What follows belongs to an exercise in optimizing a design on an open flow for small area, a short achievable clock period and few clock cycles per item; a production flow would make more cautious choices. At most, simulation tests tie the RTL to the original design; equivalence was not proved. Power is estimated from default activity; no workload was simulated.

Setup of red:
## SQRT
module SQRT(
	RST,
	CLK,
	IN_VALID,
	IN,
	OUT_VALID,
	OUT
);
clock: 10.0 ns
lec_check: 0
cap_margin: 20
core_margin: 2
core_utilization: 60
slew_margin: 20
standard.sh (not shown) runs the stock make flow with config.mk's settings and CLKGATE_MAP_FILE= SYNTH_SCRIPT=/design/flow/synth_recipe.tcl, a recipe that flattens the netlist after the stock synthesis.
==> flow/flow/run.sh <==
#!/bin/bash
# Standard layout, with the smallest buffer on each input and output port,
# and timing repair aimed at a setup slack well beyond the required 0.
set -euo pipefail
export BUFFER_PORTS_ARGS="-buffer_cell sky130_fd_sc_hd__buf_1"
export SETUP_SLACK_MARGIN=7.1
bash standard.sh > standard_make.log 2>&1
red did not stop at any stage, and its layout met the timing, design-rule and antenna checks.
For blue, these inputs were changed with respect to red:
==> flow/flow/run.sh <==
#!/bin/bash
# Standard layout, except:
# - ABC maps the logic with flow/area.abc (area-oriented) instead of the speed script;
#   everything else in synthesis is the standard script (synth_recipe.tcl), so the
#   registers and their names are the standard synthesis's;
# - the smallest buffer on each input and output port;
# - timing repair aimed at a setup slack well beyond the required 0.
set -euo pipefail
W=$PWD
export BUFFER_PORTS_ARGS="-buffer_cell sky130_fd_sc_hd__buf_1"
export SETUP_SLACK_MARGIN=7.1
export MY_ABC_SCRIPT=$W/flow/area.abc
export FLOW_SYNTH_TCL=$W/synth_recipe.tcl
sed "s#SYNTH_SCRIPT=[^ ]*#SYNTH_SCRIPT=$W/flow/my_synth.tcl#" standard.sh > my_standard.sh
grep -q "SYNTH_SCRIPT=$W/flow/my_synth.tcl" my_standard.sh
bash my_standard.sh > standard_make.log 2>&1
==> flow/flow/area.abc (new file) <==
strash
dch
map -a
topo
==> flow/flow/my_synth.tcl (new file) <==
# The standard synthesis, with its ABC mapping script replaced by the one in MY_ABC_SCRIPT.
proc abc {args} {
  set i [lsearch -exact $args -script]
  if { $i >= 0 && [info exists ::env(MY_ABC_SCRIPT)] } {
    set args [lreplace $args [expr {$i + 1}] [expr {$i + 1}] $::env(MY_ABC_SCRIPT)]
  }
  yosys abc {*}$args
}
source $::env(FLOW_SYNTH_TCL)
Having completed the whole flow, blue delivered a layout that passed the timing, design-rule and antenna checks.
For blue, the launch point of the critical path was B[4]$_SDFFE_PP1P_, unlike red, where it was B[3]$_SDFFE_PP1P_.
Going from red to blue, power down about 15%; total via count after detailed routing down 257; sequential share of layout area up 2.3 points; routed wire length down 16%; transition time at the pin with the least slew margin down 430 ps.
Compared with red, blue shows area occupied by multi-input gates that has gone down by more than 10%.
Re net switching power figure: blue is about 18% down on red.
Of blue and red, blue shows the higher number of gates resized after cts, with red below it.
As of blue, average cell area after synthesis had fallen by a few percent compared to red.
Against red, total power divided by cell area in blue fell by more than 10%.
No run of this note included a check of the RTL's function; only the layout flow was run.

---

SQRT, a different RTL version from the one above (not shown whole).
Size: roughly 270 cells after synthesis, roughly 32 I/O pins.
==> flow/config.mk <==
export PLATFORM = sky130hd
export DESIGN_NAME = SQRT
export DESIGN_NICKNAME = SQRT
export VERILOG_FILES = /design/flow/design.v
export SDC_FILE = /design/flow/constraint.sdc
export NUM_CORES = 4
export LEC_CHECK = 0
export CAP_MARGIN = 20
export CORE_MARGIN = 2
export CORE_UTILIZATION = 60
export SLEW_MARGIN = 20
==> flow/constraint.sdc <==
create_clock -name core_clock -period 10.0 [get_ports {CLK}]
set_input_delay 2.0000 -clock core_clock [delete_from_list [all_inputs] [get_ports {CLK}]]
set_output_delay 2.0000 -clock core_clock [all_outputs]
set_load 0.01 [all_outputs]
==> flow/flow/run.sh <==
#!/bin/bash
# Standard layout, with the smallest buffer on each input and output port.
set -euo pipefail
export BUFFER_PORTS_ARGS="-buffer_cell sky130_fd_sc_hd__buf_1"
bash standard.sh > standard_make.log 2>&1
Testbench counts at the start, summed over its fixed seeds: cycles 41,608, items 3,200.
Next try:
==> flow/run.sh (new file) <==
#!/bin/bash
# synth_recipe.tcl (not shown) runs the flow's synth.tcl, then flattens the netlist and writes it again
# the make line also repeats each setting of config.mk as NAME=value (left out here)
make -C /OpenROAD-flow-scripts/flow DESIGN_CONFIG=/design/flow/config.mk WORK_HOME=/design/flow/orfs CLKGATE_MAP_FILE= SYNTH_SCRIPT=/design/flow/synth_recipe.tcl finish
removed: flow/flow/run.sh
removed: flow/standard.sh
After rerunning:
- The changed run produced a clean layout
- combinational power came out higher by about 3%
- cell count stays flat
- worst setup slack gets worse by 420 ps
Next try:
==> flow/flow/run.sh (new file) <==
#!/bin/bash
# Standard layout, with the smallest buffer on each input and output port,
# and timing repair aimed at a setup slack well beyond the required 0.
set -euo pipefail
export BUFFER_PORTS_ARGS="-buffer_cell sky130_fd_sc_hd__buf_1"
export SETUP_SLACK_MARGIN=6.8
bash standard.sh > standard_make.log 2>&1
==> flow/standard.sh (new file) <==
#!/bin/bash
# synth_recipe.tcl (not shown) runs the flow's synth.tcl, then flattens the netlist and writes it again
# the make line also repeats each setting of config.mk as NAME=value (left out here)
make -C /OpenROAD-flow-scripts/flow DESIGN_CONFIG=/design/flow/config.mk WORK_HOME=/design/flow/orfs CLKGATE_MAP_FILE= SYNTH_SCRIPT=/design/flow/synth_recipe.tcl "${@:-finish}"
removed: flow/run.sh
- via count drops by a few percent
- total power came out higher slightly
- count of clock-buffer cells in the layout does not change
- worst setup slack gets better by 660 ps
- hold slack improved by 4.6 ps
- cell count does not change
- utilization came out lower by 5.1 points
- sequential cell count stays the same
- non-clock buffer count came out higher by 1
- die area is unchanged
- wire length went down by a few percent
Next try:
--- a/flow/flow/run.sh
+++ b/flow/flow/run.sh
@@ -6 +6 @@
-export SETUP_SLACK_MARGIN=6.8
+export SETUP_SLACK_MARGIN=7.3
--- a/flow/config.mk
+++ b/flow/config.mk
@@ -10,0 +11 @@
+export CTS_BUF_LIST = sky130_fd_sc_hd__clkbuf_4
Outcome:
- fmax rises by 2.1%
- sequential power stays flat
- non-clock buffer count grows by 15

---

The RTL this note starts from:
==> flow/design.v <==
module SQRT(
	RST,
	CLK,
	IN_VALID,
	IN,
	OUT_VALID,
	OUT
);
input CLK;
input RST;
input [15:0] IN;
input IN_VALID;
output [11:0] OUT;
output OUT_VALID;
reg OUT_VALID;
reg [13:0] G;       
reg [2:0] L;        
reg [13:0] E;       
reg formP;          
reg cin;            
wire idle = ~E[0];
reg [12:0] hot;
reg run;
integer i;
always @(*) begin
	run = 1'b1;
	for (i = 0; i < 13; i = i + 1) begin
		run = run & E[i];
		hot[i] = run & ~E[i+1];
	end
end
wire last = hot[0];
wire [12:0] B = E[13:1];
wire [14:0] sum = {1'b0, G} + {2'b01, ~B} + {14'd0, cin};
wire acc = sum[14];
wire xbit = L[2] ^ ~(L[1] | L[0]);   
wire inbit = (formP | acc) ? xbit : L[2];
wire [13:0] rem = acc ? sum[13:0] : G;
wire big = (&IN[15:4]) & (|IN[3:0]);
always @(posedge CLK) begin
	if (idle) begin
		G <= big ? 14'd0 : {1'b0, IN[15:3]};
		L <= big ? 3'd0 : IN[2:0];
		formP <= 1'b0;
		cin <= |IN[2:0];
	end else begin
		cin <= formP | acc | (|L[1:0]);
		G <= {rem[12:0], inbit};
		L <= {L[1:0], 1'b0};
		formP <= formP | acc;
	end
end
always @(posedge CLK) begin
	if (RST)
		E[0] <= 1'b0;
	else if (IN_VALID)
		E[0] <= 1'b1;
	else if (hot[0])
		E[0] <= 1'b0;
	for (i = 1; i < 14; i = i + 1) begin
		if (IN_VALID)
			E[i] <= (i < 12);
		else if (i >= 2 && hot[i-2])
			E[i] <= acc;
		else if (i < 13 && hot[i])
			E[i] <= 1'b0;
	end
end
assign OUT = E[13:2];
always @(posedge CLK) begin
	if (RST)
		OUT_VALID <= 1'b0;
	else
		OUT_VALID <= last;
end
endmodule
export LEC_CHECK = 0
export CAP_MARGIN = 20
export CORE_MARGIN = 2
export CORE_UTILIZATION = 75
export SLEW_MARGIN = 20
create_clock -name core_clock -period 10.0 [get_ports {CLK}]
==> flow/flow/run.sh <==
#!/bin/bash
# Standard layout, except:
# - ABC maps the logic with flow/area.abc (area-oriented) instead of the speed script;
#   everything else in synthesis is the standard script (synth_recipe.tcl), so the
#   registers and their names are the standard synthesis's;
# - the smallest buffer on each input and output port;
# - timing repair aimed at a setup slack well beyond the required 0.
set -euo pipefail
W=$PWD
export BUFFER_PORTS_ARGS="-buffer_cell sky130_fd_sc_hd__buf_1"
export SETUP_SLACK_MARGIN=7.0
export MY_ABC_SCRIPT=$W/flow/area.abc
export FLOW_SYNTH_TCL=$W/synth_recipe.tcl
sed "s#SYNTH_SCRIPT=[^ ]*#SYNTH_SCRIPT=$W/flow/my_synth.tcl#" standard.sh > my_standard.sh
grep -q "SYNTH_SCRIPT=$W/flow/my_synth.tcl" my_standard.sh
bash my_standard.sh > standard_make.log 2>&1
==> flow/flow/area.abc <==
strash
&get -n
&dch -f
&nf -R 1000
&put
topo
==> flow/flow/my_synth.tcl <==
# The standard synthesis, with its ABC mapping script replaced by the one in MY_ABC_SCRIPT.
proc abc {args} {
  set i [lsearch -exact $args -script]
  if { $i >= 0 && [info exists ::env(MY_ABC_SCRIPT)] } {
    set args [lreplace $args [expr {$i + 1}] [expr {$i + 1}] $::env(MY_ABC_SCRIPT)]
  }
  yosys abc {*}$args
}
source $::env(FLOW_SYNTH_TCL)
The first run passed the timing, design-rule and antenna checks.
Testbench counts at the start, summed over its fixed seeds: cycles 41,608, items 3,200.
Change:
--- a/flow/flow/run.sh
+++ b/flow/flow/run.sh
@@ -10,3 +10,4 @@
 export BUFFER_PORTS_ARGS="-buffer_cell sky130_fd_sc_hd__buf_1"
-export SETUP_SLACK_MARGIN=7.0
+export SETUP_SLACK_MARGIN=6.9
+export CTS_ARGS="-sink_clustering_enable -repair_clock_nets -dont_use_dummy_load"
 export MY_ABC_SCRIPT=$W/flow/area.abc
--- a/flow/config.mk
+++ b/flow/config.mk
@@ -9,3 +9,3 @@
 export CORE_MARGIN = 2
-export CORE_UTILIZATION = 75
+export CORE_UTILIZATION = 45
 export SLEW_MARGIN = 20
Effect: The new run produced a clean layout. Routed wire length falls by a few percent. Register-to-register slack barely changes. Non-clock buffer count rises by 1. Via count falls by a few percent. Sequential share of layout area rises by 0.36 points.
Change:
--- a/flow/flow/run.sh
+++ b/flow/flow/run.sh
@@ -11,3 +11,2 @@
 export SETUP_SLACK_MARGIN=6.9
-export CTS_ARGS="-sink_clustering_enable -repair_clock_nets -dont_use_dummy_load"
 export MY_ABC_SCRIPT=$W/flow/area.abc
--- a/flow/config.mk
+++ b/flow/config.mk
@@ -9,3 +9,3 @@
 export CORE_MARGIN = 2
-export CORE_UTILIZATION = 45
+export CORE_UTILIZATION = 60
 export SLEW_MARGIN = 20
After rerunning: Non-clock buffer count goes down by 1; clock power goes down by about a fifth; setup slack is worse by 0.068 ns; clock-buffer cell count goes up by 1; hold slack is better by 0.0067 ns; sequential power is about the same.
Change:
--- a/flow/flow/run.sh
+++ b/flow/flow/run.sh
@@ -10,3 +10,3 @@
 export BUFFER_PORTS_ARGS="-buffer_cell sky130_fd_sc_hd__buf_1"
-export SETUP_SLACK_MARGIN=6.9
+export SETUP_SLACK_MARGIN=6.8
 export MY_ABC_SCRIPT=$W/flow/area.abc
Outcome: The changed run passed the timing, design-rule and antenna checks. Via count barely changes. Register-to-register slack is worse by 0.02 ns. Sequential cell count is unchanged. Setup slack is worse by 0.016 ns. Count of clock-buffer cells in the layout increases by 1.
Change:
--- a/flow/flow/run.sh
+++ b/flow/flow/run.sh
@@ -10,3 +10,3 @@
 export BUFFER_PORTS_ARGS="-buffer_cell sky130_fd_sc_hd__buf_1"
-export SETUP_SLACK_MARGIN=6.8
+export SETUP_SLACK_MARGIN=7.0
 export MY_ABC_SCRIPT=$W/flow/area.abc
--- a/flow/config.mk
+++ b/flow/config.mk
@@ -10,2 +10,5 @@
 export CORE_UTILIZATION = 60
+export CTS_BUF_LIST = sky130_fd_sc_hd__clkbuf_8
+export CTS_CLUSTER_DIAMETER = 200
+export CTS_CLUSTER_SIZE = 40
 export SLEW_MARGIN = 20
- The new run completed with no timing, DRC or antenna violations
- via count went down slightly
- cell count stays the same
- setup slack gets better by 0.0072 ns
- sequential power is about the same
- synthesized cell count stays the same

==> static timing again, ports no longer ideal <==
No port has a modelled driver above. Below, the same layouts with a new extraction and two added sets of constraints.
Step 1 sets driving cells, clkbuf_16 on the clock port and buf_2 on the other inputs (assumed; they add their load-dependent delay and slew).
Step 2 also shifts input and output timing later by t, the mid clock arrival at the registers, as if the neighbouring blocks saw the same clock.
a / b / c = ideal ports / drivers / drivers and shift; a / b = the first two.
run | t, ns | setup WS [ns] | hold slack, ns | worst setup path at the end | latest minus earliest clock arrival (ns)
red | 0.316 | 7.142 / 7.115 / 7.248 | 0.443 / 0.443 / 0.443 | register to register | 0.004 / 0.004
blue | 0.368 | 7.138 / 7.113 / 7.268 | 0.459 / 0.459 / 0.459 | register to register | 0.011 / 0.011
the first run of note 2 | 0.312 | 6.840 / 6.846 / 6.534 | 0.486 / 0.486 / 0.486 | input to register | 0.005 / 0.004
the second run of note 2 | 0.314 | 6.422 / 6.427 / 6.113 | 0.483 / 0.483 / 0.483 | input to register | 0.005 / 0.006
the third run of note 2 | 0.312 | 7.084 / 7.084 / 6.774 | 0.487 / 0.487 / 0.487 | input to register | 0.004 / 0.004
the fourth run of note 2 | 0.383 | 7.143 / 7.122 / 6.775 | 0.479 / 0.479 / 0.479 | input to register | 0.014 / 0.014
the first run of note 3 | 0.364 | 7.044 / 7.022 / 6.763 | 0.503 / 0.503 / 0.503 | input to register | 0.011 / 0.011
the second run of note 3 | 0.305 | 7.126 / 7.101 / 6.833 | 0.497 / 0.497 / 0.497 | input to register | 0.012 / 0.012
the third run of note 3 | 0.351 | 7.058 / 7.037 / 6.774 | 0.504 / 0.504 / 0.504 | input to register | 0.008 / 0.009
the fourth run of note 3 | 0.361 | 7.042 / 7.020 / 6.777 | 0.499 / 0.499 / 0.499 | input to register | 0.015 / 0.015
the fifth run of note 3 | 0.299 | 7.049 / 7.051 / 6.752 | 0.497 / 0.497 / 0.497 | input to register | 0.009 / 0.009
After both steps every run listed still meets setup and hold. The setup slack of the fourth run of note 2, which loses most, moves by -0.021 ns with the drivers and by -0.368 ns with both steps.
